This design comes from an exercise in tuning for small area and a short achievable clock period on the open sky130 flow, not from production work. Function was checked by simulation only, so behaviour that the tests miss may differ from the original. Power is estimated from default activity; no workload was simulated.

**flow/run.sh**
```bash
#!/bin/bash
# synth_recipe.tcl (not shown) runs the flow's synth.tcl, then flattens the netlist and writes it again
# the make line also repeats each setting of config.mk as NAME=value (left out here)
make -C /OpenROAD-flow-scripts/flow DESIGN_CONFIG=/design/flow/config.mk WORK_HOME=/design/flow/orfs CLKGATE_MAP_FILE= SYNTH_SCRIPT=/design/flow/synth_recipe.tcl finish
```
**flow/config.mk**
```make
export PLATFORM = sky130hd
export DESIGN_NAME = Project
export DESIGN_NICKNAME = Project
export VERILOG_FILES = /design/flow/design.v
export SDC_FILE = /design/flow/constraint.sdc
export NUM_CORES = 4
export LEC_CHECK = 0
export CAP_MARGIN = 20
export CORE_MARGIN = 2
export CORE_UTILIZATION = 50
export SETUP_SLACK_MARGIN = 5
export SLEW_MARGIN = 20
```
**flow/constraint.sdc**
```tcl
create_clock -name core_clock -period 8.0 [get_ports {clock}]
set_input_delay 1.6000 -clock core_clock [delete_from_list [all_inputs] [get_ports {clock}]]
set_output_delay 1.6000 -clock core_clock [all_outputs]
set_load 0.01 [all_outputs]
```
**flow/design.v**
```verilog
module KSADD16(input [15:0] x, input [15:0] y, input cin, output [15:0] s);
  wire [15:0] p = x ^ y;
  wire [15:0] g0 = (x & y) | {15'd0, p[0] & cin};
  wire [15:0] g1, p1, g2, p2, g3, p3, g4;
  genvar i;
  generate
    for (i = 0; i < 16; i = i + 1) begin : lvl
      if (i >= 1) begin
        assign g1[i] = g0[i] | (p[i] & g0[i-1]);
        assign p1[i] = p[i] & p[i-1];
      end else begin
        assign g1[i] = g0[i];
        assign p1[i] = p[i];
      end
      if (i >= 2) begin
        assign g2[i] = g1[i] | (p1[i] & g1[i-2]);
        assign p2[i] = p1[i] & p1[i-2];
      end else begin
        assign g2[i] = g1[i];
        assign p2[i] = p1[i];
      end
      if (i >= 4) begin
        assign g3[i] = g2[i] | (p2[i] & g2[i-4]);
        assign p3[i] = p2[i] & p2[i-4];
      end else begin
        assign g3[i] = g2[i];
        assign p3[i] = p2[i];
      end
      if (i >= 8)
        assign g4[i] = g3[i] | (p3[i] & g3[i-8]);
      else
        assign g4[i] = g3[i];
    end
  endgenerate
  assign s = p ^ {g4[14:0], cin};
endmodule
module MULROWS(input [15:0] a, input [15:0] b, input [7:0] one, input [7:0] two, output [15:0] r0, output [15:0] r1, output [15:0] r2);
  wire neg0 = b[1];
  wire pp0_0 = (one[0] & a[0]) ^ neg0;
  wire pp0_1 = ((one[0] & a[1]) | (two[0] & a[0])) ^ neg0;
  wire pp0_2 = ((one[0] & a[2]) | (two[0] & a[1])) ^ neg0;
  wire pp0_3 = ((one[0] & a[3]) | (two[0] & a[2])) ^ neg0;
  wire pp0_4 = ((one[0] & a[4]) | (two[0] & a[3])) ^ neg0;
  wire pp0_5 = ((one[0] & a[5]) | (two[0] & a[4])) ^ neg0;
  wire pp0_6 = ((one[0] & a[6]) | (two[0] & a[5])) ^ neg0;
  wire pp0_7 = ((one[0] & a[7]) | (two[0] & a[6])) ^ neg0;
  wire pp0_8 = ((one[0] & a[8]) | (two[0] & a[7])) ^ neg0;
  wire pp0_9 = ((one[0] & a[9]) | (two[0] & a[8])) ^ neg0;
  wire pp0_10 = ((one[0] & a[10]) | (two[0] & a[9])) ^ neg0;
  wire pp0_11 = ((one[0] & a[11]) | (two[0] & a[10])) ^ neg0;
  wire pp0_12 = ((one[0] & a[12]) | (two[0] & a[11])) ^ neg0;
  wire pp0_13 = ((one[0] & a[13]) | (two[0] & a[12])) ^ neg0;
  wire pp0_14 = ((one[0] & a[14]) | (two[0] & a[13])) ^ neg0;
  wire pp0_15 = ((one[0] & a[15]) | (two[0] & a[14])) ^ neg0;
  wire neg1 = b[3];
  wire pp1_0 = (one[1] & a[0]) ^ neg1;
  wire pp1_1 = ((one[1] & a[1]) | (two[1] & a[0])) ^ neg1;
  wire pp1_2 = ((one[1] & a[2]) | (two[1] & a[1])) ^ neg1;
  wire pp1_3 = ((one[1] & a[3]) | (two[1] & a[2])) ^ neg1;
  wire pp1_4 = ((one[1] & a[4]) | (two[1] & a[3])) ^ neg1;
  wire pp1_5 = ((one[1] & a[5]) | (two[1] & a[4])) ^ neg1;
  wire pp1_6 = ((one[1] & a[6]) | (two[1] & a[5])) ^ neg1;
  wire pp1_7 = ((one[1] & a[7]) | (two[1] & a[6])) ^ neg1;
  wire pp1_8 = ((one[1] & a[8]) | (two[1] & a[7])) ^ neg1;
  wire pp1_9 = ((one[1] & a[9]) | (two[1] & a[8])) ^ neg1;
  wire pp1_10 = ((one[1] & a[10]) | (two[1] & a[9])) ^ neg1;
  wire pp1_11 = ((one[1] & a[11]) | (two[1] & a[10])) ^ neg1;
  wire pp1_12 = ((one[1] & a[12]) | (two[1] & a[11])) ^ neg1;
  wire pp1_13 = ((one[1] & a[13]) | (two[1] & a[12])) ^ neg1;
  wire neg2 = b[5];
  wire pp2_0 = (one[2] & a[0]) ^ neg2;
  wire pp2_1 = ((one[2] & a[1]) | (two[2] & a[0])) ^ neg2;
  wire pp2_2 = ((one[2] & a[2]) | (two[2] & a[1])) ^ neg2;
  wire pp2_3 = ((one[2] & a[3]) | (two[2] & a[2])) ^ neg2;
  wire pp2_4 = ((one[2] & a[4]) | (two[2] & a[3])) ^ neg2;
  wire pp2_5 = ((one[2] & a[5]) | (two[2] & a[4])) ^ neg2;
  wire pp2_6 = ((one[2] & a[6]) | (two[2] & a[5])) ^ neg2;
  wire pp2_7 = ((one[2] & a[7]) | (two[2] & a[6])) ^ neg2;
  wire pp2_8 = ((one[2] & a[8]) | (two[2] & a[7])) ^ neg2;
  wire pp2_9 = ((one[2] & a[9]) | (two[2] & a[8])) ^ neg2;
  wire pp2_10 = ((one[2] & a[10]) | (two[2] & a[9])) ^ neg2;
  wire pp2_11 = ((one[2] & a[11]) | (two[2] & a[10])) ^ neg2;
  wire neg3 = b[7];
  wire pp3_0 = (one[3] & a[0]) ^ neg3;
  wire pp3_1 = ((one[3] & a[1]) | (two[3] & a[0])) ^ neg3;
  wire pp3_2 = ((one[3] & a[2]) | (two[3] & a[1])) ^ neg3;
  wire pp3_3 = ((one[3] & a[3]) | (two[3] & a[2])) ^ neg3;
  wire pp3_4 = ((one[3] & a[4]) | (two[3] & a[3])) ^ neg3;
  wire pp3_5 = ((one[3] & a[5]) | (two[3] & a[4])) ^ neg3;
  wire pp3_6 = ((one[3] & a[6]) | (two[3] & a[5])) ^ neg3;
  wire pp3_7 = ((one[3] & a[7]) | (two[3] & a[6])) ^ neg3;
  wire pp3_8 = ((one[3] & a[8]) | (two[3] & a[7])) ^ neg3;
  wire pp3_9 = ((one[3] & a[9]) | (two[3] & a[8])) ^ neg3;
  wire neg4 = b[9];
  wire pp4_0 = (one[4] & a[0]) ^ neg4;
  wire pp4_1 = ((one[4] & a[1]) | (two[4] & a[0])) ^ neg4;
  wire pp4_2 = ((one[4] & a[2]) | (two[4] & a[1])) ^ neg4;
  wire pp4_3 = ((one[4] & a[3]) | (two[4] & a[2])) ^ neg4;
  wire pp4_4 = ((one[4] & a[4]) | (two[4] & a[3])) ^ neg4;
  wire pp4_5 = ((one[4] & a[5]) | (two[4] & a[4])) ^ neg4;
  wire pp4_6 = ((one[4] & a[6]) | (two[4] & a[5])) ^ neg4;
  wire pp4_7 = ((one[4] & a[7]) | (two[4] & a[6])) ^ neg4;
  wire neg5 = b[11];
  wire pp5_0 = (one[5] & a[0]) ^ neg5;
  wire pp5_1 = ((one[5] & a[1]) | (two[5] & a[0])) ^ neg5;
  wire pp5_2 = ((one[5] & a[2]) | (two[5] & a[1])) ^ neg5;
  wire pp5_3 = ((one[5] & a[3]) | (two[5] & a[2])) ^ neg5;
  wire pp5_4 = ((one[5] & a[4]) | (two[5] & a[3])) ^ neg5;
  wire pp5_5 = ((one[5] & a[5]) | (two[5] & a[4])) ^ neg5;
  wire neg6 = b[13];
  wire pp6_0 = (one[6] & a[0]) ^ neg6;
  wire pp6_1 = ((one[6] & a[1]) | (two[6] & a[0])) ^ neg6;
  wire pp6_2 = ((one[6] & a[2]) | (two[6] & a[1])) ^ neg6;
  wire pp6_3 = ((one[6] & a[3]) | (two[6] & a[2])) ^ neg6;
  wire neg7 = b[15];
  wire pp7_0 = (one[7] & a[0]) ^ neg7;
  wire pp7_1 = ((one[7] & a[1]) | (two[7] & a[0])) ^ neg7;
  wire hs1 = neg2 ^ pp0_4;
  wire hc1 = neg2 & pp0_4;
  wire hs2 = pp0_5 ^ pp1_3;
  wire hc2 = pp0_5 & pp1_3;
  wire fs3 = neg3 ^ pp0_6 ^ pp1_4;
  wire fc3 = (neg3 & pp0_6) | (neg3 & pp1_4) | (pp0_6 & pp1_4);
  wire hs4 = pp2_2 ^ pp3_0;
  wire hc4 = pp2_2 & pp3_0;
  wire fs5 = pp0_7 ^ pp1_5 ^ pp2_3;
  wire fc5 = (pp0_7 & pp1_5) | (pp0_7 & pp2_3) | (pp1_5 & pp2_3);
  wire hs6 = pp3_1 ^ hc4;
  wire hc6 = pp3_1 & hc4;
  wire fs7 = neg4 ^ pp0_8 ^ pp1_6;
  wire fc7 = (neg4 & pp0_8) | (neg4 & pp1_6) | (pp0_8 & pp1_6);
  wire fs8 = pp2_4 ^ pp3_2 ^ pp4_0;
  wire fc8 = (pp2_4 & pp3_2) | (pp2_4 & pp4_0) | (pp3_2 & pp4_0);
  wire hs9 = fc5 ^ fs7;
  wire hc9 = fc5 & fs7;
  wire fs10 = pp0_9 ^ pp1_7 ^ pp2_5;
  wire fc10 = (pp0_9 & pp1_7) | (pp0_9 & pp2_5) | (pp1_7 & pp2_5);
  wire fs11 = pp3_3 ^ pp4_1 ^ fc7;
  wire fc11 = (pp3_3 & pp4_1) | (pp3_3 & fc7) | (pp4_1 & fc7);
  wire hs12 = fc8 ^ fs10;
  wire hc12 = fc8 & fs10;
  wire fs13 = neg5 ^ pp0_10 ^ pp1_8;
  wire fc13 = (neg5 & pp0_10) | (neg5 & pp1_8) | (pp0_10 & pp1_8);
  wire fs14 = pp2_6 ^ pp3_4 ^ pp4_2;
  wire fc14 = (pp2_6 & pp3_4) | (pp2_6 & pp4_2) | (pp3_4 & pp4_2);
  wire fs15 = pp5_0 ^ fc10 ^ fs13;
  wire fc15 = (pp5_0 & fc10) | (pp5_0 & fs13) | (fc10 & fs13);
  wire hs16 = fs14 ^ hc12;
  wire hc16 = fs14 & hc12;
  wire fs17 = pp0_11 ^ pp1_9 ^ pp2_7;
  wire fc17 = (pp0_11 & pp1_9) | (pp0_11 & pp2_7) | (pp1_9 & pp2_7);
  wire fs18 = pp3_5 ^ pp4_3 ^ pp5_1;
  wire fc18 = (pp3_5 & pp4_3) | (pp3_5 & pp5_1) | (pp4_3 & pp5_1);
  wire fs19 = fc13 ^ fc14 ^ fs17;
  wire fc19 = (fc13 & fc14) | (fc13 & fs17) | (fc14 & fs17);
  wire hs20 = fs18 ^ fc15;
  wire hc20 = fs18 & fc15;
  wire fs21 = neg6 ^ pp0_12 ^ pp1_10;
  wire fc21 = (neg6 & pp0_12) | (neg6 & pp1_10) | (pp0_12 & pp1_10);
  wire fs22 = pp2_8 ^ pp3_6 ^ pp4_4;
  wire fc22 = (pp2_8 & pp3_6) | (pp2_8 & pp4_4) | (pp3_6 & pp4_4);
  wire fs23 = pp5_2 ^ pp6_0 ^ fc17;
  wire fc23 = (pp5_2 & pp6_0) | (pp5_2 & fc17) | (pp6_0 & fc17);
  wire fs24 = fc18 ^ fs21 ^ fs22;
  wire fc24 = (fc18 & fs21) | (fc18 & fs22) | (fs21 & fs22);
  wire hs25 = fc19 ^ fs23;
  wire hc25 = fc19 & fs23;
  wire fs26 = pp0_13 ^ pp1_11 ^ pp2_9;
  wire fc26 = (pp0_13 & pp1_11) | (pp0_13 & pp2_9) | (pp1_11 & pp2_9);
  wire fs27 = pp3_7 ^ pp4_5 ^ pp5_3;
  wire fc27 = (pp3_7 & pp4_5) | (pp3_7 & pp5_3) | (pp4_5 & pp5_3);
  wire fs28 = pp6_1 ^ fc21 ^ fc22;
  wire fc28 = (pp6_1 & fc21) | (pp6_1 & fc22) | (fc21 & fc22);
  wire fs29 = fs26 ^ fs27 ^ fc23;
  wire fc29 = (fs26 & fs27) | (fs26 & fc23) | (fs27 & fc23);
  wire hs30 = fc24 ^ fs28;
  wire hc30 = fc24 & fs28;
  wire fs31 = neg7 ^ pp0_14 ^ pp1_12;
  wire fc31 = (neg7 & pp0_14) | (neg7 & pp1_12) | (pp0_14 & pp1_12);
  wire fs32 = pp2_10 ^ pp3_8 ^ pp4_6;
  wire fc32 = (pp2_10 & pp3_8) | (pp2_10 & pp4_6) | (pp3_8 & pp4_6);
  wire fs33 = pp5_4 ^ pp6_2 ^ pp7_0;
  wire fc33 = (pp5_4 & pp6_2) | (pp5_4 & pp7_0) | (pp6_2 & pp7_0);
  wire fs34 = fc26 ^ fc27 ^ fs31;
  wire fc34 = (fc26 & fc27) | (fc26 & fs31) | (fc27 & fs31);
  wire fs35 = fs32 ^ fs33 ^ fc28;
  wire fc35 = (fs32 & fs33) | (fs32 & fc28) | (fs33 & fc28);
  wire hs36 = fs34 ^ hc30;
  wire hc36 = fs34 & hc30;
  wire fs37 = pp0_15 ^ pp1_13 ^ pp2_11;
  wire fs38 = pp3_9 ^ pp4_7 ^ pp5_5;
  wire fs39 = pp6_3 ^ pp7_1 ^ fc31;
  wire fs40 = fc32 ^ fc33 ^ fs37;
  wire fs41 = fs38 ^ fc34 ^ fs39;
  wire hs42 = fs40 ^ fc35;
  assign r0 = {fs41, fc29, hc25, fs24, fs19, fc11, hc9, fs8, fc3, hc2, pp2_1, pp1_2, pp0_3, pp0_2, pp0_1, pp0_0};
  assign r1 = {hc36, fs35, fs29, hc20, hc16, fs15, fs11, hc6, fs5, fs3, hc1, pp2_0, pp1_1, pp1_0, 1'b0, neg0};
  assign r2 = {hs42, hs36, hs30, hs25, hs20, hs16, hs12, hs9, hs6, hs4, hs2, hs1, 1'b0, neg1, 1'b0, 1'b0};
endmodule
module Project(
      input clock,
      input reset,
      output [7:0]  imem_addr,
      input  [15:0] imem_data,
      output [15:0] dmem_addr,
      output [15:0] dmem_wdata,
      output        dmem_we,
      input  [15:0] dmem_rdata,
      output        wb_en,
      output [2:0]  wb_dest,
      output [15:0] wb_data
  );
  wire stall_n;
  wire zero;
  reg  [7:0]  pc;
  reg  [15:0] ir;         
  reg         id_jmp;     
  reg         id_st;      
  reg         id_br;      
  wire [3:0]  if_op = imem_data[15:12];
  wire [7:0]  br8 = {{2{ir[5]}}, ir[5:0]};
  wire [7:0]  pc_inc = pc + 8'd1;
  wire [7:0]  pc_next = id_jmp ? br8 : id_br ? pc_inc + br8 : pc_inc;
  always @(posedge clock) begin
    if (reset) begin
      pc <= 8'd0;
      ir[15:3] <= 13'd0;
      id_jmp <= 1'b0;
      id_st <= 1'b0;
      id_br <= 1'b0;
    end else if (stall_n) begin
      pc <= pc_next;
      ir[15:3] <= imem_data[15:3];
      id_jmp <= if_op == 4'd14;
      id_st <= if_op == 4'd12;
      id_br <= (if_op == 4'd13) & zero;
    end
  end
  always @(posedge clock)
    if (stall_n) ir[2:0] <= imem_data[2:0];
  wire [3:0] op = ir[15:12];
  wire [2:0] rd = ir[11:9];
  wire [2:0] rs = ir[8:6];
  wire [2:0] src2 = id_st ? rd : ir[5:3];
  reg        ex_wb, mem_wb, wb_wb;
  reg [2:0]  ex_rd, mem_rd, wb_rd;
  function hit(input [2:0] r, input e1, input [2:0] d1, input e2, input [2:0] d2, input e3, input [2:0] d3);
    hit = (r != 3'd0) & ((e1 & (r == d1)) | (e2 & (r == d2)) | (e3 & (r == d3)));
  endfunction
  assign stall_n = ~(hit(rs, ex_wb, ex_rd, mem_wb, mem_rd, wb_wb, wb_rd) |
                     hit(src2, ex_wb, ex_rd, mem_wb, mem_rd, wb_wb, wb_rd) |
                     hit(rd, ex_wb, ex_rd, mem_wb, mem_rd, wb_wb, wb_rd));
  reg [15:0] regs [1:7];
  reg [7:1]  valid;
  reg [15:0] wb_val;
  always @(posedge clock) begin
    if (reset)
      valid <= 7'd0;
    else if (wb_wb && wb_rd != 3'd0)
      valid[wb_rd] <= 1'b1;
  end
  always @(posedge clock)
    if (wb_wb && wb_rd != 3'd0)
      regs[wb_rd] <= wb_val;
  function [15:0] rdreg(input [2:0] r);
    integer k;
    begin
      rdreg = 16'd0;
      for (k = 1; k < 8; k = k + 1)
        rdreg = rdreg | ({16{r == k && valid[k]}} & regs[k]);
    end
  endfunction
  wire [15:0] rdata1 = rdreg(rs);
  wire [15:0] rdata2 = rdreg(src2);
  wire d_wb   = (op != 4'd0) & (op <= 4'd11);
  wire d_imm  = (op == 4'd10) | (op == 4'd11) | (op == 4'd12);
  wire d_ld   = op == 4'd11;
  wire d_st   = op == 4'd12;
  wire d_sub  = op == 4'd2;
  wire d_mul  = op == 4'd9;
  wire [3:0] d_cmd = (op <= 4'd9) ? op : (op <= 4'd12) ? 4'd1 : 4'd0;
  wire [15:0] d_bb = d_imm ? {10'd0, ir[5:0]} : d_sub ? ~rdata2 : rdata2;
  wire [7:0] b_one, b_two;
  genvar j;
  generate
    for (j = 0; j < 8; j = j + 1) begin : booth
      wire hi = rdata2[2*j+1];
      wire md = rdata2[2*j];
      wire lo = (j == 0) ? 1'b0 : rdata2[(j == 0 ? 0 : 2*j-1)];
      assign b_one[j] = md ^ lo;
      assign b_two[j] = (hi & ~md & ~lo) | (~hi & md & lo);
    end
  endgenerate
  wire [15:0] d_x = d_mul ? {b_two, b_one} : rdata2;
  reg  [15:0] ex_a, ex_bb, ex_x;
  reg         ex_cin, ex_ld, ex_st;
  reg  [3:0]  ex_cmd;
  always @(posedge clock) begin
    ex_a <= rdata1;
    ex_bb <= d_bb;
    ex_x <= d_x;
    ex_cin <= d_sub;
    ex_ld <= d_ld;
    ex_rd <= rd;
    if (reset || !stall_n) begin
      ex_cmd <= 4'd0;
      ex_wb <= 1'b0;
      ex_st <= 1'b0;
    end else begin
      ex_cmd <= d_cmd;
      ex_wb <= d_wb;
      ex_st <= d_st;
    end
  end
  wire is_mul = ex_cmd == 4'd9;
  wire [15:0] a = ex_a;
  wire [15:0] bb = ex_bb;
  wire [15:0] sum;
  KSADD16 alu_add(.x(a), .y(bb), .cin(ex_cin), .s(sum));
  wire [15:0] m0, m1, m2;
  MULROWS mul_rows(.a(a), .b(bb), .one(ex_x[7:0]), .two(ex_x[15:8]), .r0(m0), .r1(m1), .r2(m2));
  reg [15:0] res_o;
  always @(*) begin
    case (ex_cmd)
      4'd3: res_o = a & bb;
      4'd4: res_o = a | bb;
      4'd5: res_o = a ^ bb;
      4'd6: res_o = {a[14:0], a[0]};
      4'd7: res_o = {a[15], a[15:1]};
      4'd8: res_o = {1'b0, a[15:1]};
      default: res_o = m0;
    endcase
  end
  wire use_sum = (ex_cmd < 4'd3) | (ex_cmd > 4'd9);
  wire [15:0] res = use_sum ? sum : res_o;
  wire [15:0] ax = a ^ bb;
  wire [15:0] ao = a | bb;
  wire z_addsub = ~|(ax ^ {ao[14:0], ex_cin});    
  wire z_a = ~|a;
  wire z_b = ~|bb;
  reg zf;
  always @(*) begin
    case (ex_cmd)
      4'd1, 4'd2: zf = z_addsub;
      4'd3: zf = ~|(a & bb);
      4'd4: zf = z_a & z_b;
      4'd5: zf = ~|ax;
      4'd6: zf = ~|a[14:0];
      4'd7: zf = z_a;
      4'd8: zf = ~|a[15:1];
      4'd9: zf = z_a | z_b;
      default: zf = 1'b1;
    endcase
  end
  assign zero = zf;
  reg  [15:0] mem_s, mem_c, mem_t;
  reg         mem_we, mem_ld, mem_mul;
  always @(posedge clock) begin
    mem_s <= res;
    mem_c <= is_mul ? m1 : ex_x;
    mem_t <= m2;
    mem_ld <= ex_ld;
    mem_mul <= is_mul;
    mem_rd <= ex_rd;
    if (reset) begin
      mem_we <= 1'b0;
      mem_wb <= 1'b0;
    end else begin
      mem_we <= ex_st;
      mem_wb <= ex_wb;
    end
  end
  assign dmem_addr = mem_s;
  assign dmem_wdata = mem_c;
  assign dmem_we = mem_we;
  wire [15:0] fa_s = mem_s ^ mem_c ^ mem_t;
  wire [15:0] fa_c = (mem_s & mem_c) | (mem_s & mem_t) | (mem_c & mem_t);
  wire [15:0] product;
  KSADD16 mul_add(.x(fa_s), .y({fa_c[14:0], 1'b0}), .cin(1'b0), .s(product));
  wire [15:0] mem_val = mem_mul ? product : mem_ld ? dmem_rdata : mem_s;
  always @(posedge clock) begin
    wb_val <= mem_val;
    wb_rd <= mem_rd;
    if (reset) wb_wb <= 1'b0;
    else wb_wb <= mem_wb;
  end
  assign imem_addr = pc;
  assign wb_en = wb_wb;
  assign wb_dest = wb_rd;
  assign wb_data = wb_val;
endmodule
```
==> results of run 1 <==
==> cells in the mapped netlist, drive strengths merged, types with 7 or more instances <==
library cell    n  share of area, %
nor2b          20              0.75
and3           15              0.56
xnor2         137               7.2
a222oi         19               1.1
a21oi          98               2.9
a211oi         11              0.52
o21a            9              0.40
a22oi         106               4.7
nor2           88               2.0
a21o            9              0.40
buf            25              0.90
o211ai         12              0.54
nor4b           7              0.49
a31oi          10              0.37
dfxtp         162                19
clkbuf        109               2.4
mux2           13              0.92
o21ai          57               1.8
inv            74               1.7
ha             77               5.7
a221oi          8              0.42
nand3b          8              0.36
nand3          88               2.6
o22ai          10              0.37
and2            8              0.30
a2111oi        13               1.6
edfxtp        115                21
nand2b          9              0.34
nor3b           8              0.36
xor2           44               2.3
a32o            8              0.48
nor4           19              0.71
mux2i          48               2.9
nand4          28               1.0
fa             41               4.9
nand2          68               1.5
nor3           25              0.75
==> power breakdown <==
| part | total (mW) | switching, mW | internal [mW] |
|---|---|---|---|
| registers | 2.17 | 0.404 | 1.77 |
| logic | 2.21 | 1.23 | 0.983 |
| clock network | 1.49 | 0.613 | 0.873 |
==> worst max-delay path: cells and delay by family (launching register included) <==
kind	cells	cell delay [ns]
buffers and inverters	2	0.43
DFF	1	0.37
==> sequential cells by signal, indices dropped and copies added (netlist names), 7 cells and up <==
| signal | count |
|---|---|
| ex_bb | 16 |
| valid | 7 |
| mem_s | 16 |
| ex_a | 16 |
| pc | 8 |
| wb_val | 16 |
| regs | 112 |
| mem_c | 16 |
| mem_t | 13 |
| ex_x | 16 |
| ir | 16 |
==> cell usage in the layout, fill, tap and decap left out, types with 17 or more instances in the layout <==
| cell type | count |
|---|---|
| inv_1 | 70 |
| nor2b_1 | 20 |
| fa_1 | 41 |
| ha_1 | 76 |
| nor4_1 | 17 |
| nor2_1 | 88 |
| o21ai_0 | 52 |
| nand2_1 | 68 |
| dfxtp_4 | 21 |
| dfxtp_1 | 104 |
| buf_4 | 52 |
| dlygate4sd2_1 | 60 |
| a21oi_1 | 94 |
| nand3_1 | 88 |
| mux2i_1 | 46 |
| nand4_1 | 28 |
| dfxtp_2 | 37 |
| a22oi_1 | 106 |
| clkdlybuf4s50_1 | 33 |
| xnor2_1 | 137 |
| edfxtp_1 | 115 |
| xor2_1 | 44 |
| a222oi_1 | 19 |
| nor3_1 | 24 |
| clkbuf_16 | 35 |
==> repair_timing <==
item	CTS	global route
buffers inserted	1	22
gates resized for setup	124	33
pin swaps	1	5
gates cloned	1	0
hold buffers	0	0
setup endpoints to repair	125	46
==> routing by layer <==
layer | wire (um) | share of wire [%] | GRT usage [%]
met5 | 0 | 0 | 0
met2 | 25310 | 47 | 49.43
met1 | 22250 | 41 | 40.30
met4 | 2339 | 4.3 | 12.55
met3 | 4244 | 7.8 | 4.972
==> logic make-up (layout without fill, tap and decap cells) <==
group | Yosys count | in the layout | share of synthesized area [%]
xor gates and xnor gates | 181 | 181 | 9.461
and+or+nand+nor | 413 | 413 | 12.83
buffers and inverters | 209 | 278 | 5.025
AOI/OAI and AO/OA | 417 | 417 | 18.21
adders and majority gates | 118 | 118 | 10.65
muxes | 61 | 62 | 3.861
DFF | 277 | 277 | 39.96
==> worst max-delay path by stage <==
stage | start | end | slack (ns) | cells past startpoint
2_1_floorplan | wb_rd[1] | valid[4] | 5.06 | 13
3_3_place_gp | id_st | ir[0] | 4.29 | 5
3_5_place_dp | id_st | ex_cmd[3] | 4.54 | 7
4_1_cts | wb_val[10] | wb_data[10] | 4.84 | 1
5_1_grt | ex_bb[11] | id_br | 4.87 | 8
6_report | wb_rd[0] | wb_dest[0] | 5.01 | 2
==> through the flow <==
| stage | setup slack, ns | total power, mW |
|---|---|---|
| after floorplan | 5.064 | 3.489 |
| after global placement | 4.291 | 4.263 |
| after detailed placement | 4.539 | 4.301 |
| after CTS | 4.836 | 5.781 |
| after global routing | 4.868 | 6.197 |
| final | 5.006 | 5.865 |
==> layout make-up <==
type	count	area [um2]	share of cell area (%)
inverter	75	289.0	1.490
tap	448	560.5	2.890
clock buffer	39	902.1	4.650
timing repair buffer	147	1286	6.631
sequential	277	6822	35.17
clock inverter	17	187.7	0.9675
multi-input combinational	1191	9351	48.21
==> flow_metrics.tcl, run 1 <==
set metrics [dict create \
    holdPathEnd "mem_ld" \
    cap_violations 0 \
    grt_usage_pct 30.35 \
    path_clk_slew_ns 0.06 \
    stdcell_area_mm2 0.01940 \
    irDropWorstVdd_v 0.0002036 \
    syn_nets 1828 \
    fin_crit_sh_pct 37.42 \
    clock_latency_ns 0.60 \
    dpl.hpwl_um 37470 \
    worstMarginPinSlew_ns 1.083 \
    yosys_warnings 1 \
    synth_edf_count 115 \
    fin_tns_setup_ns 0 \
    r2r_end "ex_x[10]" \
    fin_nets 1874 \
    startpoint_type "flop" \
    fp.dieH_um 187.1 \
    drive_gt1_share_pct 12.60 \
    grt_antenna_before_repair 1 \
    power_density_mw_per_mm2 302.3 \
    syn2layout_area_growth_pct 15.77 \
    ys_types 80 \
    slowest_stage "dfxtp_4" \
    globalplace.congestion 0.9620 \
    outcome "timing/DRC/antenna clean" \
    grt_pass1_vias 13470 \
    core_area_mm2 0.03328 \
    relSlewSlack_pct 26.34 \
    end_kind "output pin" \
    critical_path.max_stage_delay_ns 0.37 \
    hold_violations 0 \
    cp_cell_sequence "buf_4 -> dlygate4sd2_1" \
    hold_start "ex_ld" \
    start_util_pct 50.35 \
    worst-r2r-setup-slack_ns 5.09 \
    num_io_pins 95 \
    synthCells 1676 \
    ctsRootBufferMaster "clkbuf_16" \
    vias 13760 \
    synth_area_per_cell_um2 9.998 \
    num_rows 67 \
    wire_per_inst_um 24.68 \
    diodes 0 \
    holdCritPathClass "flop to flop" \
    reg2regPathDepth 8 \
    num-fill-cells 2958 \
    ant_nets 0 \
    instances_no_fill 2194 \
    p_leak_nw 7.233 \
    dr.pass1.iters 6 \
    routed_via_density 6.272 \
    drc 0 \
    placed_area_mm2 0.01797 \
    critPathMaxFanout 6 \
    min_period_ns 2.994 \
    utilization_pct 58.29 \
    reg2reg_from "ir[4]" \
    async_reset_ff_share_pct 0 \
    ys_ff_latch 277 \
    ys_seq_area_share_pct 39.96 \
    drt_wl_total_um 54140 \
    cts_buffers 30 \
    grt-ovfl-total 0 \
    drt-initial-drc-count 1463 \
    max-clock-path-buffers 3 \
    max_freq_ghz 0.3340 \
    fin_hold_ws_ns 0.3352 \
    cts_tree "done" \
    grt_pass1_wl_um 81850 \
    port_buffers 94 \
    synth.cell_area_mm2 0.01676 \
    setup_viol 0 \
    worst-endpoint-arrival_ns 1.39 \
    drv_slew 0 \
    critical_path_class "flop to output pin" \
    dieArea_mm2 0.03499 \
    rsz0062_at_grt "true" \
    holdPathStages 0 \
    cts_htree_levels 1 \
    skew_ns 0.03421 \
    die_w_um 187.1 \
    dp_cells 2114 \
    ys.flop_type "dfxtp_1" \
    grt_max_degree 41 \
    cp.required_ns 6.40 \
    clkSinkCount 277 \
]
==> run 2: changes to the inputs <==
==> flow/flow/run.sh (new file) <==
#!/bin/bash
set -euo pipefail
export SETUP_SLACK_MARGIN=5.6
export BUFFER_PORTS_ARGS="-buffer_cell sky130_fd_sc_hd__buf_2"
bash standard.sh > standard.log 2>&1
==> flow/standard.sh (new file) <==
#!/bin/bash
# synth_recipe.tcl (not shown) runs the flow's synth.tcl, then flattens the netlist and writes it again
# the make line also repeats each setting of config.mk as NAME=value (left out here)
make -C /OpenROAD-flow-scripts/flow DESIGN_CONFIG=/design/flow/config.mk WORK_HOME=/design/flow/orfs CLKGATE_MAP_FILE= SYNTH_SCRIPT=/design/flow/synth_recipe.tcl "${@:-finish}"
--- a/flow/config.mk
+++ b/flow/config.mk
@@ -9,4 +9,3 @@
 export CORE_MARGIN = 2
 export CORE_UTILIZATION = 50
-export SETUP_SLACK_MARGIN = 5
 export SLEW_MARGIN = 20
removed: flow/run.sh
==> flow_metrics.tcl, run 2 <==
set metrics [dict create \
    grt_pass1_wl_um 88120 \
    synth.cell_area_mm2 0.01676 \
    irDropWorstVdd_v 0.0001905 \
    routed_via_density 6.310 \
    num-fill-cells 2563 \
    dr.pass1.iters 10 \
    startpoint "wb_val[10]" \
    ys_types 80 \
    instances_no_fill 2364 \
    port_buffers 94 \
    vias 14920 \
    synth_top_cell_by_area "edfxtp_1" \
    async_reset_ff_share_pct 0 \
    startpoint_type "flop" \
    cp.required_ns 6.40 \
    holdCritPathClass "flop to flop" \
    outcome "timing/DRC/antenna clean" \
    cp_cell_sequence "buf_6" \
    skew_ns 0.02176 \
    dieArea_mm2 0.03499 \
    reg2reg_from "mem_c[5]" \
    cts_hold_buf 0 \
    synth_area_per_cell_um2 9.998 \
    num_rows 67 \
    hold_violations 0 \
    fin_nets 2044 \
    syn_nets 1828 \
    cp.depth 1 \
    setup_slack_ns 5.293 \
    grt-ovfl-total 0 \
    critical_path.max_stage_delay_ns 0.42 \
    drt-initial-drc-count 1638 \
    slowest_stage "dfxtp_4" \
    final_common_cell "buf_4" \
    critical_path_buf_inv_count 1 \
    yosys-top-cells-count "162 x dfxtp_1, 137 x xnor2_1, 115 x edfxtp_1, 109 x clkbuf_1, 106 x a22oi_1" \
    cts_buffers 29 \
    drv_slew 0 \
    fp.dieH_um 187.1 \
    yosys.area.top_type_share_pct 20.61 \
    grt_pass1_vias 14440 \
    seq_area_mm2 0.007003 \
    max-clock-path-buffers 3 \
    ys_seq_area_share_pct 39.96 \
    p_leak_nw 8.178 \
    multi_input_area_mm2 0.01044 \
    worstMarginPinSlew_ns 0.9075 \
    die_w_um 187.1 \
    pre_cts_slack_ns 4.263 \
    ys.flop_type "dfxtp_1" \
    regMostFlops "regs" \
    synth.most_common_cell "dfxtp_1" \
    power_density_mw_per_mm2 291.5 \
    num_io_pins 95 \
    fin_crit_sh_pct 33.84 \
    min_period_ns 2.707 \
    clkSinkCount 277 \
    dp_cells 2111 \
    crit_end "wb_data[10]" \
    cap_violations 0 \
    clock_latency_ns 0.58 \
    grt_max_degree 41 \
    ctsRootBufferMaster "clkbuf_16" \
    end_kind "output pin" \
    yosys_warnings 1 \
    fin_tns_setup_ns 0 \
    worst-r2r-setup-slack_ns 5.36 \
    drt_wl_total_um 59090 \
    dpl.hpwl_um 37090 \
    core_area_mm2 0.03328 \
    relSlewSlack_pct 39.46 \
    globalplace.congestion 0.9704 \
    drive_gt1_share_pct 35.93 \
    syn2layout_area_growth_pct 31.68 \
    ant_nets 0 \
    critical_path_class "flop to output pin" \
    setup_viol 0 \
    grt_usage_pct 32.59 \
    critPathMaxFanout 2 \
    worst-endpoint-arrival_ns 1.11 \
    reg2regPathDepth 10 \
    synth_edf_count 115 \
    path_clk_slew_ns 0.06 \
    cp_top_family "flip-flops" \
    cts_htree_levels 1 \
    drc 0 \
    ys_top_cells_by_area "edfxtp_1 21%, dfxtp_1 19%, xnor2_1 7.2%, ha_1 5.7%, fa_1 4.9%" \
    grt_antenna_before_repair 4 \
    max_freq_ghz 0.3694 \
    largest_reg_flops 112 \
    layout_common_cells "181 x buf_4, 120 x xnor2_1, 115 x edfxtp_1" \
    ys_ff_latch 277 \
    r2r_end "wb_val[13]" \
    rsz0062_at_grt "true" \
    wire_per_inst_um 25.00 \
    synthCells 1676 \
    start_util_pct 50.35 \
    cts_tree "done" \
]
run 2: cell count changes in the layout (fill, tap and decap cells not counted), sizes merged, moves of 2 or more:
cell           delta
clkbuf            +2
clkdlybuf4s50    -33
inv               -4
dlygate4sd2      -60
clkinv            -3
mux2              +2
clkinvlp          +5
buf             +260
run 2: where the power goes:
part | total, mW | switching, mW | internal, mW
Combinational | 3.00 | 1.60 | 1.40
Clock | 1.34 | 0.578 | 0.762
Sequential | 2.09 | 0.315 | 1.78
run 2: worst min path at each step:
| stage | start | endpoint | slack [ns] | cells after the start |
|---|---|---|---|---|
| after floorplan | ex_ld | mem_ld | 0.31 | 0 |
| after global placement | ex_ld | mem_ld | 0.31 | 0 |
| after detailed placement | ex_ld | mem_ld | 0.32 | 0 |
| after CTS | ex_ld | mem_ld | 0.33 | 0 |
| after global routing | ex_ld | mem_ld | 0.34 | 0 |
| final | ex_ld | mem_ld | 0.33 | 0 |
run 2: cell type report:
| cell class | count | area share [%] |
|---|---|---|
| multi-input cells | 1194 | 47.31 |
| flip-flops and latches | 277 | 31.74 |
| repair buffers | 315 | 12.59 |
| clock buffers | 40 | 3.748 |
| well taps | 448 | 2.540 |
| inverters | 75 | 1.463 |
| clock inverters | 14 | 0.5954 |
| diodes | 1 | 0.01134 |
run 2: cell families after synthesis:
kind of cell	Yosys count	synth area share (%)
AOI/OAI and AO/OA	417	18.21
xor gates and xnor gates	181	9.461
and+or+nand+nor	413	12.83
DFF	277	39.96
adders and majority gates	118	10.65
muxes	61	3.861
buffers and inverters	209	5.025
run 2: timing repair:
action / 4_1_cts / 5_1_grt
pin swaps: 72 / 87
gates cloned: 5 / 1
gates resized for setup: 338 / 140
setup buffers: 137 / 55
setup endpoints to repair: 219 / 135
run 2: per-stage QoR:
| step | hold slack, ns | cell area (um2) | total power, mW | utilization (%) |
|---|---|---|---|---|
| 2_1_floorplan | 0.3096 | 17120 | 3.552 | - |
| 3_3_place_gp | 0.3100 | 17630 | 4.221 | 52.99 |
| 3_5_place_dp | 0.3175 | 17630 | 4.246 | 52.99 |
| 4_1_cts | 0.3313 | 20990 | 6.112 | 63.06 |
| 5_1_grt | 0.3405 | 22060 | 6.735 | 66.29 |
| 6_report | 0.3289 | 22060 | 6.433 | 66.30 |
run 2: routing by layer:
metal,part of all wire (%),global-route usage (%),vias up
li1,-,-,6611
met1,39,42.54,7193
met2,46,53.06,886
met3,9.0,5.779,226
met4,5.7,14.65,2
met5,0.022,0,-
==> run 3: changes to the inputs <==
==> flow/flow/run.sh (replaced) <==
#!/bin/bash
set -euo pipefail
export SETUP_SLACK_MARGIN=5.0
export BUFFER_PORTS_ARGS="-buffer_cell sky130_fd_sc_hd__buf_1"
bash standard.sh > standard.log 2>&1
--- a/flow/config.mk
+++ b/flow/config.mk
@@ -8,4 +8,4 @@
 export CAP_MARGIN = 20
 export CORE_MARGIN = 2
-export CORE_UTILIZATION = 50
+export CORE_UTILIZATION = 60
 export SLEW_MARGIN = 20
==> flow_metrics.tcl, run 3 <==
set metrics [dict create \
    grt-ovfl-total 0 \
    cts_htree_levels 1 \
    critPathMaxFanout 8 \
    port_buffers 94 \
    fin_nets 1858 \
    syn2layout_area_growth_pct 11.29 \
    drive_gt1_share_pct 10.52 \
    hold_start "ex_ld" \
    ys_ff_latch 277 \
    die_w_um 171.1 \
    reg2regPathDepth 8 \
    placed_area_mm2 0.01723 \
    critical_path_class "flop to flop" \
    yosys-top-cells-count "162 x dfxtp_1, 137 x xnor2_1, 115 x edfxtp_1, 109 x clkbuf_1, 106 x a22oi_1" \
    gr-usage-met2_pct 56.07 \
    synth_edf_count 115 \
    cts_tree "done" \
    startpoint_type "flop" \
    routed_via_density 6.585 \
    drv_slew 0 \
    holdPathEnd "mem_ld" \
    reg2reg_from "ex_bb[11]" \
    max_freq_ghz 0.3369 \
    core_area_mm2 0.02763 \
    setup_slack_ns 5.032 \
    synth.most_common_cell "dfxtp_1" \
    pre_cts_slack_ns 4.283 \
    grt_max_degree 41 \
    cts_buffers 30 \
    ys_seq_area_share_pct 39.96 \
    vias 13880 \
    fin_crit_sh_pct 37.10 \
    drt_wl_total_um 52730 \
    hold_violations 0 \
    dieArea_mm2 0.02928 \
    fp.dieH_um 171.1 \
    grt_antenna_before_repair 0 \
    num_rows 61 \
    setup_viol 0 \
    clkSinkCount 277 \
    dpl.hpwl_um 35840 \
    grt_usage_pct 35.38 \
    globalplace.congestion 0.9310 \
    worst-endpoint-arrival_ns 3.45 \
    worst-r2r-setup-slack_ns 5.03 \
    power_density_mw_per_mm2 308.6 \
    outcome "timing/DRC/antenna clean" \
    worstMarginPinSlew_ns 1.057 \
    min_period_ns 2.968 \
    utilization_pct 67.49 \
    regMostFlops "regs" \
    dp_cells 2037 \
    largest_reg_flops 112 \
    cap_violations 0 \
    clock_latency_ns 0.59 \
    fin_tns_setup_ns 0 \
    synth_area_per_cell_um2 9.998 \
    r2r_end "id_br" \
    diodes 0 \
    holdCritPathClass "flop to flop" \
    final_common_cell "xnor2_1" \
    fin_hold_ws_ns 0.4197 \
    p_total_mw 5.755 \
    syn_nets 1828 \
    met3_usage_pct 6.223 \
    num_io_pins 95 \
    cp.required_ns 8.48 \
    num-fill-cells 2250 \
    seq_area_mm2 0.006749 \
    ys_top_cells_by_area "edfxtp_1 21%, dfxtp_1 19%, xnor2_1 7.2%, ha_1 5.7%, fa_1 4.9%" \
    synth.cell_area_mm2 0.01676 \
    grt_pass1_vias 12870 \
    async_reset_ff_share_pct 0 \
    stdcell_area_mm2 0.01865 \
    layout_common_cells "137 x xnor2_1, 130 x dfxtp_1, 115 x edfxtp_1" \
    irDropWorstVdd_v 0.0002496 \
    max-clock-path-buffers 3 \
    yosys_warnings 1 \
    grt_pass1_wl_um 78000 \
    start_util_pct 60.65 \
    wire_per_inst_um 25.01 \
    rsz0062_at_grt "false" \
    drc 0 \
    instances_no_fill 2108 \
    yosys.area.top_type_share_pct 20.61 \
    grt_use_met1_pct 46.50 \
    multi_input_area_mm2 0.009424 \
    skew_ns 0.02860 \
    ctsRootBufferMaster "clkbuf_16" \
    top_usage_layer "met2" \
    dr.pass1.iters 6 \
    path_clk_slew_ns 0.06 \
    synthCells 1676 \
    ys_types 80 \
    synth_top_cell_by_area "edfxtp_1" \
    end_kind "flop" \
    p_leak_nw 6.650 \
    drt-initial-drc-count 1531 \
    ant_nets 0 \
    startpoint "ex_bb[11]" \
    ys.flop_type "dfxtp_1" \
    relSlewSlack_pct 28.15 \
    holdPathStages 0 \
]
-- run 3: cell counts after synthesis --
No cell type changed its count.
-- run 3: logic make-up after synthesis --
group	Yosys count	share of synthesized area [%]
AO/OA/AOI/OAI	417	18.21
XOR/XNOR	181	9.461
adder cells (fa/ha/maj)	118	10.65
buffers and inverters	209	5.025
flip-flops	277	39.96
multiplexers	61	3.861
AND/OR/NAND/NOR	413	12.83
-- run 3: repair_timing --
| action | in CTS | in global routing |
|---|---|---|
| cloned | 2 | 0 |
| pin swaps | 2 | 3 |
| setup endpoints to repair | 63 | 33 |
| hold buffers | 0 | 0 |
| resized for setup | 24 | 38 |
| buffers inserted | 2 | 11 |
-- run 3: worst max path at each step --
stage	to	slack [ns]	cells past startpoint
final	id_br	5.03	8
after global routing	mem_s[10]	5.01	12
after CTS	ex_x[13]	5.00	6
after detailed placement	ir[1]	4.28	5
after global placement	ir[0]	4.40	5
after floorplan	valid[4]	5.06	13
-- run 3: power breakdown --
| group | internal [mW] | total [mW] | switching (mW) | leakage (nW) |
|---|---|---|---|---|
| registers | 1.74 | 2.15 | 0.407 | 2.40 |
| logic | 0.891 | 2.13 | 1.24 | 3.73 |
| clock network | 0.887 | 1.48 | 0.592 | 0.524 |
-- run 3: worst max-delay path, cell delays in order, from the launching register on --
cell      delay (ns)
dfxtp_1         0.59
inv_1           0.27
ha_1            0.46
xnor2_1         0.19
nor4_1          0.38
nand3_1         0.13
nor4_1          0.38
a211oi_1        0.15
o41ai_1         0.34
-- run 3: layer usage --
metal | vias up | routed length, um | part of all wire [%]
met1 | 6627 | 20690 | 39
met5 | - | 0 | 0
li1 | 6223 | - | -
met3 | 187 | 5119 | 9.7
met4 | 0 | 3175 | 6.0
met2 | 845 | 23750 | 45
-- run 3: layout make-up --
type	count	share of cell area, %
Timing Repair Buffer	130	3.415
Multi-Input combinational cell	1192	50.54
Clock inverter	19	1.443
Inverter	75	1.550
Tap cell	378	2.536
Sequential cell	277	36.19
Clock buffer	37	4.328
==> run 4: changes to the inputs <==
==> flow/flow/run.sh (replaced) <==
#!/bin/bash
set -euo pipefail
export SETUP_SLACK_MARGIN=5.3
export BUFFER_PORTS_ARGS="-buffer_cell sky130_fd_sc_hd__buf_1"
bash standard.sh > standard.log 2>&1
==> flow_metrics.tcl, run 4 <==
set metrics [dict create \
    cap_violations 0 \
    routed_via_density 6.678 \
    ctsRootBufferMaster "clkbuf_16" \
    dpl.hpwl_um 36640 \
    dr.pass1.iters 9 \
    rsz0062_at_grt "true" \
    critical_path_class "flop to output pin" \
    gr-usage-met2_pct 59.68 \
    final_common_cell "xnor2_1" \
    async_reset_ff_share_pct 0 \
    grt_antenna_before_repair 0 \
    grt_use_met1_pct 48.36 \
    num-fill-cells 2039 \
    clkSinkCount 277 \
    yosys_warnings 1 \
    grt_pass1_wl_um 82520 \
    power_frac_comb_pct 42.3 \
    regMostFlops "regs" \
    drc 0 \
    worst-endpoint-arrival_ns 1.16 \
    fin_tns_setup_ns 0 \
    ys.flop_type "dfxtp_1" \
    worstMarginPinSlew_ns 0.9868 \
    syn2layout_area_growth_pct 18.39 \
    drt_wl_total_um 55810 \
    grt_usage_pct 37.32 \
    grt-ovfl-total 0 \
    drv_slew 0 \
    cts_hold_buf 0 \
    dp_cells 2045 \
    p_total_mw 6.037 \
    setup_slack_ns 5.240 \
    fin_nets 1926 \
    wire_per_inst_um 25.63 \
    startpoint_type "flop" \
    cts_htree_levels 1 \
    synth_edf_count 115 \
    synth.cell_area_mm2 0.01676 \
    critPathMaxFanout 3 \
    p_sw_mw 2.358 \
    largest_reg_flops 112 \
    synth_top_cell_by_area "edfxtp_1" \
    num_rows 61 \
    cts_tree "done" \
    min_period_ns 2.760 \
    placed_area_mm2 0.01731 \
    stdcell_area_mm2 0.01984 \
    yosys.area.top_type_share_pct 20.61 \
    multi_input_area_mm2 0.009799 \
    end_kind "output pin" \
    setup_viol 0 \
    ys_types 80 \
    core_area_mm2 0.02763 \
    p_leak_nw 7.281 \
    power_density_mw_per_mm2 304.3 \
    ys_ff_latch 277 \
    cts_buffers 29 \
    hold_violations 0 \
    power.share.sequential_pct 35.0 \
    synth_area_per_cell_um2 9.998 \
    num_io_pins 95 \
    clock_latency_ns 0.58 \
    max-clock-path-buffers 3 \
    port_buffers 94 \
    irDropWorstVdd_v 0.0002656 \
    pre_cts_slack_ns 4.302 \
    drt-initial-drc-count 1803 \
    vias 14540 \
    syn_nets 1828 \
    relSlewSlack_pct 34.17 \
    outcome "timing/DRC/antenna clean" \
    fin_crit_sh_pct 34.50 \
    drive_gt1_share_pct 23.32 \
    ys_seq_area_share_pct 39.96 \
    p_int_mw 3.678 \
    globalplace.congestion 0.9609 \
    p_sw_share_pct 39.07 \
    ant_nets 0 \
    met3_usage_pct 7.032 \
    holdCritPathClass "flop to flop" \
    seq_area_mm2 0.006954 \
    synthCells 1676 \
    layout_common_cells "133 x xnor2_1, 115 x edfxtp_1, 100 x a22oi_1" \
    top_usage_layer "met2" \
    max_freq_ghz 0.3623 \
    fp.dieH_um 171.1 \
    synth.most_common_cell "dfxtp_1" \
    p_clk_share_pct 22.8 \
    die_w_um 171.1 \
    ys_top_cells_by_area "edfxtp_1 21%, dfxtp_1 19%, xnor2_1 7.2%, ha_1 5.7%, fa_1 4.9%" \
    grt_max_degree 41 \
    instances_no_fill 2177 \
    start_util_pct 60.65 \
    grt_pass1_vias 13830 \
    cp.required_ns 6.40 \
    yosys-top-cells-count "162 x dfxtp_1, 137 x xnor2_1, 115 x edfxtp_1, 109 x clkbuf_1, 106 x a22oi_1" \
    dieArea_mm2 0.02928 \
    skew_ns 0.03051 \
    path_clk_slew_ns 0.06 \
]
run 4: cell types whose count changed in the layout (fill, tap and decap cells not counted), sizes merged:
cell / previous run / this run
mux2: 13 / 15
clkbuf: 38 / 49
clkinv: 10 / 8
buf: 129 / 187
diode: 0 / 2
bufinv: 5 / 1
inv: 75 / 76
clkinvlp: 4 / 5
run 4: worst paths after layout:
check	from	endpoint	slack, ns	cells past startpoint
max	wb_rd[0]	wb_dest[0]	5.24	2
min	ex_ld	mem_ld	0.39	0
max reg2reg	wb_rd[0]	valid[5]	5.30	12
min reg2reg	ex_ld	mem_ld	0.39	0
run 4: power groups by stage:
stage | Sequential (mW) | Combinational (mW) | Clock, mW
final | 2.11 | 2.55 | 1.38
after global routing | 2.13 | 2.75 | 1.44
after CTS | 2.10 | 2.29 | 1.38
after detailed placement | 2.15 | 2.01 | 0
after global placement | 2.14 | 1.98 | 0
after floorplan | 1.95 | 1.55 | 0
run 4: stage by stage:
stage	hold WS [ns]	utilization, %
CTS	0.4126	68.95
floorplan	0.3096	-
global route	0.4184	71.78
global placement	0.4119	62.64
finish	0.3947	71.80
detailed placement	0.4101	62.64
run 4: critical path, cell delays in order, from the launching register on:
cell and delay (ns):
dfxtp_4 0.37, buf_6 0.13, buf_6 0.11
run 4: area by class of cell:
cell class,instances,area share [%]
clock inverters,15,0.6623
inverters,75,1.476
multi-input cells,1194,49.40
repair buffers,197,6.736
flip-flops and latches,277,35.06
diodes,2,0.02523
well taps,378,2.384
clock buffers,39,4.264
run 4: what timing repair did:
item,in CTS,in global routing
buffers inserted,35,37
cloned,3,1
gates resized for setup,197,127
pin swaps,16,36
endpoints found under the setup margin,157,108
run 4: layer usage:
metal | share of wire (%) | up-vias
met5 | 0 | -
met4 | 5.7 | 0
met3 | 10 | 214
met2 | 46 | 934
met1 | 38 | 7023
li1 | - | 6366
run 4: kinds of logic (layout without fill, tap and decap cells):
logic type | Yosys count | in the layout | share of synthesized area (%)
mux | 61 | 64 | 3.861
fa+ha+maj | 118 | 118 | 10.65
xor+xnor | 181 | 181 | 9.461
buf+inv | 209 | 326 | 5.025
compound gates | 417 | 418 | 18.21
simple gates | 413 | 413 | 12.83
flops | 277 | 277 | 39.96
other cells | 0 | 2 | 0
==> run 5: changes to the inputs <==
--- a/flow/config.mk
+++ b/flow/config.mk
@@ -9,3 +9,5 @@
 export CORE_MARGIN = 2
 export CORE_UTILIZATION = 60
+export CTS_BUF_LIST = sky130_fd_sc_hd__clkbuf_8
+export CTS_CLUSTER_SIZE = 20
 export SLEW_MARGIN = 20
==> flow_metrics.tcl, run 5 <==
set metrics [dict create \
    ys_seq_area_share_pct 39.96 \
    setup_viol 0 \
    synth_top_family_by_area "compound AO/OA/AOI/OAI gates" \
    grt_max_degree 41 \
    routed_via_density 6.566 \
    drt_wl_total_um 55480 \
    cap_violations 0 \
    p_leak_nw 7.342 \
    power_density_mw_per_mm2 297.8 \
    largest_reg_flops 112 \
    cp.required_ns 6.40 \
    synth.most_common_cell "dfxtp_1" \
    port_buffers 94 \
    startpoint_type "flop" \
    skew_ns 0.04438 \
    cp_cell_sequence "buf_6" \
    drv_slew 0 \
    num_io_pins 95 \
    synthCells 1676 \
    cts_buffers 44 \
    start_util_pct 60.65 \
    yosys-top-cells-count "162 x dfxtp_1, 137 x xnor2_1, 115 x edfxtp_1, 109 x clkbuf_1, 106 x a22oi_1" \
    holdCritPathClass "flop to flop" \
    dr.pass1.iters 10 \
    rsz0062_at_grt "true" \
    cp_top_family "flip-flops" \
    cts_hold_buf 0 \
    syn_nets 1828 \
    globalplace.congestion 0.9609 \
    grt-ovfl-total 0 \
    drive_gt1_share_pct 23.58 \
    num_rows 61 \
    clock_latency_ns 0.59 \
    clkSinkCount 277 \
    ant_nets 0 \
    drt-initial-drc-count 1677 \
    grt_pass1_wl_um 82450 \
    critical_path_class "flop to output pin" \
    cts_htree_levels 2 \
    hold_violations 0 \
    irDropWorstVdd_v 0.0002497 \
    dieArea_mm2 0.02928 \
    synth_compound_area_share_pct 18.21 \
    grt_use_met1_pct 48.24 \
    cp.depth 1 \
    worst-endpoint-arrival_ns 1.09 \
    met3_usage_pct 7.564 \
    synthXorXnorAreaFrac_pct 9.461 \
    vias 14520 \
    ys_ff_latch 277 \
    ys_types 80 \
    fp.dieH_um 171.1 \
    ctsRootBufferMaster "clkbuf_8" \
    regMostFlops "regs" \
    outcome "timing/DRC/antenna clean" \
    grt_usage_pct 37.35 \
    pre_cts_slack_ns 4.302 \
    synthSimpleGateAreaFrac_pct 12.83 \
    dpl.hpwl_um 36640 \
    final_common_cell "xnor2_1" \
    yosys.area.top_type_share_pct 20.61 \
    synth_area_per_cell_um2 9.998 \
    yosys_warnings 1 \
    max-clock-path-buffers 3 \
    end_kind "output pin" \
    syn2layout_area_growth_pct 18.10 \
    die_w_um 171.1 \
    cts_tree "done" \
    synth_edf_count 115 \
    slowest_stage "dfxtp_4" \
    max_freq_ghz 0.3717 \
    synth_top_cell_by_area "edfxtp_1" \
    top_usage_layer "met2" \
    synthAdderAreaFrac_pct 10.65 \
    core_area_mm2 0.02763 \
    fin_nets 1948 \
    path_clk_slew_ns 0.06 \
    ys_top_cells_by_area "edfxtp_1 21%, dfxtp_1 19%, xnor2_1 7.2%, ha_1 5.7%, fa_1 4.9%" \
    min_period_ns 2.690 \
    setup_slack_ns 5.310 \
    gr-usage-met2_pct 59.71 \
    ys.flop_type "dfxtp_1" \
    grt_pass1_vias 13930 \
    worstMarginPinSlew_ns 0.9902 \
    async_reset_ff_share_pct 0 \
    reg2regPathDepth 7 \
    relSlewSlack_pct 33.90 \
    fin_crit_sh_pct 33.63 \
    drc 0 \
    critical_path.max_stage_delay_ns 0.40 \
    critical_path_buf_inv_count 1 \
    holdPathStages 0 \
    wire_per_inst_um 25.09 \
    fin_tns_setup_ns 0 \
    synth_mux_area_share_pct 3.861 \
    grt_antenna_before_repair 3 \
    critPathMaxFanout 5 \
    layout_common_cells "135 x xnor2_1, 115 x edfxtp_1, 102 x buf_4" \
    synth.cell_area_mm2 0.01676 \
]
-- run 5: cell counts after synthesis --
No cell type changed its count.
-- run 5: worst reg2reg max path: cells and delay by family (launching register included) --
kind,cells,cell delay (ns)
AOI/OAI and AO/OA,4,1.05
DFF,1,0.57
and+or+nand+nor,1,0.40
muxes,1,0.39
buffers and inverters,1,0.19
-- run 5: cells by family (layout without fill, tap and decap cells) --
family          Yosys count  count (layout)
compound gates          417             418
xor+xnor                181             181
fa+ha+maj               118             118
simple gates            413             413
buf+inv                 209             361
mux                      61              64
flops                   277             277
other cells               0               1
-- run 5: per-stage QoR --
step | hold WS, ns | instance area, um2 | std cells | power, mW | utilization [%]
2_1_floorplan | 0.3096 | 16800 | 1676 | 3.501 | -
3_3_place_gp | 0.4119 | 17310 | 2045 | 4.125 | 62.64
3_5_place_dp | 0.4101 | 17310 | 2045 | 4.156 | 62.64
4_1_cts | 0.4216 | 19080 | 2173 | 5.685 | 69.05
5_1_grt | 0.4293 | 19790 | 2210 | 6.192 | 71.61
6_report | 0.4210 | 19790 | 2211 | 5.892 | 71.62
-- run 5: power breakdown --
group / leakage (nW) / internal (mW) / switching (mW)
Sequential: 2.44 / 1.78 / 0.330
Clock: 0.516 / 0.668 / 0.591
Combinational: 4.39 / 1.12 / 1.41
-- run 5: per-layer routing --
metal	part of all wire, %	wire (um)
met4	5.6	3133
met3	10	5529
met1	39	21490
met2	46	25310
met5	0.029	16
-- run 5: layout make-up --
type | count | area, um2
Multi-Input combinational cell | 1194 | 9728
Inverter | 75 | 295.3
Clock inverter | 30 | 205.2
Clock buffer | 52 | 715.7
Tap cell | 378 | 473.0
Antenna cell | 1 | 2.502
Timing Repair Buffer | 204 | 1418
Fill cell | 2079 | 7840
Sequential cell | 277 | 6952
-- run 5: what timing repair did --
item                       CTS  global route
resized for setup          205           109
pin swaps                   18            32
cloned                       3             2
setup buffers               43            35
setup endpoints to repair  158            98
-- run 5: final timing paths --
check | startpoint | end | slack, ns
setup / recovery | wb_rd[0] | wb_dest[0] | 5.31
hold / removal | mem_rd[0] | wb_rd[0] | 0.42
setup reg to reg | ir[9] | ex_x[15] | 5.32
hold reg to reg | mem_rd[0] | wb_rd[0] | 0.42
==> run 6: changes to the inputs <==
--- a/flow/config.mk
+++ b/flow/config.mk
@@ -8,6 +8,7 @@
 export CAP_MARGIN = 20
 export CORE_MARGIN = 2
-export CORE_UTILIZATION = 60
+export CORE_UTILIZATION = 70
 export CTS_BUF_LIST = sky130_fd_sc_hd__clkbuf_8
 export CTS_CLUSTER_SIZE = 20
+export PLACE_DENSITY = 0.75
 export SLEW_MARGIN = 20
==> flow_metrics.tcl, run 6 <==
set metrics [dict create \
    num-fill-cells 1334 \
    num_rows 56 \
    multi_input_area_mm2 0.009709 \
    globalplace.congestion 0.9911 \
    ys.flop_type "dfxtp_1" \
    cp_cell_sequence "clkinvlp_4 -> ha_4 -> ha_4 -> and3_4 -> inv_1 -> ha_4 -> nor4b_4 -> a31oi_1 -> or3_4 -> nor3b_4 -> a21oi_1 -> nor2_1" \
    reg2reg_from "wb_rd[1]" \
    diodes 0 \
    num_io_pins 95 \
    ctsRootBufferMaster "clkbuf_8" \
    setup_viol 0 \
    die_w_um 158.7 \
    end_kind "flop" \
    instances_no_fill 2136 \
    setup_slack_ns 5.193 \
    r2r_end "valid[5]" \
    syn2layout_area_growth_pct 16.73 \
    irDropWorstVdd_v 0.0002301 \
    max-clock-path-buffers 3 \
    utilization_pct 83.33 \
    grt-ovfl-total 0 \
    fin_nets 1935 \
    grt_usage_pct 42.21 \
    power_density_mw_per_mm2 303.0 \
    synth.cell_area_mm2 0.01676 \
    wire_per_inst_um 26.28 \
    critical_path.max_stage_delay_ns 0.41 \
    crit_path_frequent_cell "ha_4" \
    ys_seq_area_share_pct 39.96 \
    synth.most_common_cell "dfxtp_1" \
    drv_slew 0 \
    port_buffers 94 \
    worst-r2r-setup-slack_ns 5.19 \
    reg2regPathDepth 12 \
    ys_top_cells_by_area "edfxtp_1 21%, dfxtp_1 19%, xnor2_1 7.2%, ha_1 5.7%, fa_1 4.9%" \
    ant_nets 0 \
    synthCells 1676 \
    cp.required_ns 8.52 \
    hold_violations 0 \
    slowest_stage "or3_4" \
    ys_ff_latch 277 \
    fin_crit_sh_pct 35.09 \
    cts_tree "done" \
    skew_ns 0.04987 \
    fp.dieH_um 158.7 \
    yosys-top-cells-count "162 x dfxtp_1, 137 x xnor2_1, 115 x edfxtp_1, 109 x clkbuf_1, 106 x a22oi_1" \
    clock_latency_ns 0.60 \
    grt_pass1_wl_um 83100 \
    yosys_warnings 1 \
    cts_hold_buf 0 \
    rsz0062_at_grt "true" \
    dp_cells 1985 \
    synth_top_cell_by_area "edfxtp_1" \
    core_area_mm2 0.02347 \
    cts_htree_levels 2 \
    grt_pass1_vias 14540 \
    outcome "timing/DRC/antenna clean" \
    p_leak_nw 7.323 \
    start_util_pct 71.39 \
    critPathMaxFanout 5 \
    drive_gt1_share_pct 23.12 \
    stdcell_area_mm2 0.01956 \
    path_clk_slew_ns 0.07 \
    async_reset_ff_share_pct 0 \
    worst-endpoint-arrival_ns 3.32 \
    vias 15040 \
    hold_start "ex_ld" \
    startpoint_type "flop" \
    max_freq_ghz 0.3562 \
    holdCritPathClass "flop to flop" \
    dpl.hpwl_um 35580 \
    clkSinkCount 277 \
    synth_edf_count 115 \
    holdPathEnd "mem_ld" \
    seq_area_mm2 0.006924 \
    synth_area_per_cell_um2 9.998 \
    final_common_cell "xnor2_1" \
    fin_tns_setup_ns 0 \
    regMostFlops "regs" \
    p_total_mw 5.927 \
    cts_buffers 45 \
    holdPathStages 0 \
    syn_nets 1828 \
    layout_common_cells "135 x xnor2_1, 115 x edfxtp_1, 101 x a22oi_1" \
    drt_wl_total_um 56140 \
    pre_cts_slack_ns 4.571 \
    dieArea_mm2 0.02519 \
    placed_area_mm2 0.01723 \
    relSlewSlack_pct 34.38 \
    drt-initial-drc-count 2693 \
    grt_antenna_before_repair 0 \
    routed_via_density 7.041 \
    ys_types 80 \
    dr.pass1.iters 10 \
    cap_violations 0 \
    grt_max_degree 41 \
    fin_hold_ws_ns 0.3888 \
    yosys.area.top_type_share_pct 20.61 \
    critical_path_class "flop to flop" \
    worstMarginPinSlew_ns 0.9836 \
    drc 0 \
    largest_reg_flops 112 \
    min_period_ns 2.807 \
]
run 6: routing by layer:
metal / track usage, % / share of wire (%) / vias up
li1: - / - / 6374
met1: 52.74 / 35 / 7118
met2: 65.62 / 45 / 1210
met3: 11.23 / 13 / 338
met4: 25.94 / 7.9 / 0
met5: 0 / 0 / -
run 6: repair_timing:
| item | 4_1_cts | 5_1_grt |
|---|---|---|
| cloned | 2 | 1 |
| resized for setup | 198 | 104 |
| pin swaps | 10 | 25 |
| setup buffers | 40 | 27 |
| setup endpoints to repair | 149 | 83 |
| hold endpoints to repair | 0 | 0 |
run 6: layout make-up:
class | count | area share, %
Multi-Input combinational cell | 1192 | 49.64
Sequential cell | 277 | 35.40
Timing Repair Buffer | 192 | 6.711
Clock buffer | 53 | 3.730
Tap cell | 319 | 2.041
Inverter | 75 | 1.497
Clock inverter | 28 | 0.9788
run 6: worst max path at each step:
stage          startpoint       endpoint  slack (ns)  cells after the start
6_report         wb_rd[1]       valid[5]        5.19                     12
5_1_grt          wb_rd[1]       valid[5]        5.08                     12
4_1_cts          mem_c[2]  dmem_wdata[2]        5.29                      1
3_5_place_dp        id_st          ir[0]        4.57                      6
3_3_place_gp     ex_bb[3]       mem_s[7]        4.69                      9
2_1_floorplan    ex_bb[7]      mem_c[15]        5.32                      9
run 6: cells by family (layout without fill, tap and decap cells):
group                    count (synthesis)  in the layout  synth area share, %
multiplexers                            61             62                3.861
adder cells (fa/ha/maj)                118            118                10.65
AND/OR/NAND/NOR                        413            413                12.83
flip-flops                             277            277                39.96
AO/OA/AOI/OAI                          417            418                18.21
XOR/XNOR                               181            181                9.461
buffers and inverters                  209            348                5.025
run 6: worst max-delay path, delay by kind of cell (launching register included):
family | cells | cell delay [ns]
AO/OA/AOI/OAI | 2 | 0.23
adder cells (fa/ha/maj) | 3 | 0.68
buffers and inverters | 2 | 0.24
flip-flops | 1 | 0.37
AND/OR/NAND/NOR | 5 | 1.22
run 6: where the power goes:
| part | internal [mW] | total, mW | switching [mW] | leakage, nW |
|---|---|---|---|---|
| clock | 0.674 | 1.26 | 0.588 | 0.526 |
| sequential | 1.77 | 2.09 | 0.317 | 2.44 |
| combinational | 1.10 | 2.58 | 1.48 | 4.36 |

[separate check: timing with driven ports]
The flow's constraints put no driver on any port. The routed layouts listed below were extracted and timed again, unchanged, in two steps.
Step 1 (the two cells are an assumption about what drives the block):
set clk [get_ports {clock}]
set_driving_cell -lib_cell sky130_fd_sc_hd__clkbuf_16 $clk
set_driving_cell -lib_cell sky130_fd_sc_hd__buf_2 [delete_from_list [all_inputs] $clk]
Step 2 times the ports against the registers' clock, not the clock port: input delays grow and output delays shrink by t, the midpoint of the rising clock arrivals with the driver on.
Three values: no drivers, after step 1, after step 2; two values: the first two.
| run | shift t [ns] | setup slack, ns | worst setup path after step 2 |
|---|---|---|---|
| run 1 | 0.637 | 5.006 / 4.950 / 5.033 | input to register |
| run 2 | 0.625 | 5.293 / 5.237 / 5.263 | input to register |
| run 3 | 0.623 | 5.032 / 4.991 / 5.032 | register to register |
| run 4 | 0.621 | 5.240 / 5.185 / 5.036 | input to register |
| run 5 | 0.621 | 5.310 / 5.261 / 5.078 | input to register |
| run 6 | 0.621 | 5.193 / 5.143 / 4.971 | input to register |
After both steps every run listed still meets setup and hold. For run 5, which loses most, drivers alone change the setup slack by -0.049 ns; drivers and shift together by -0.232 ns.
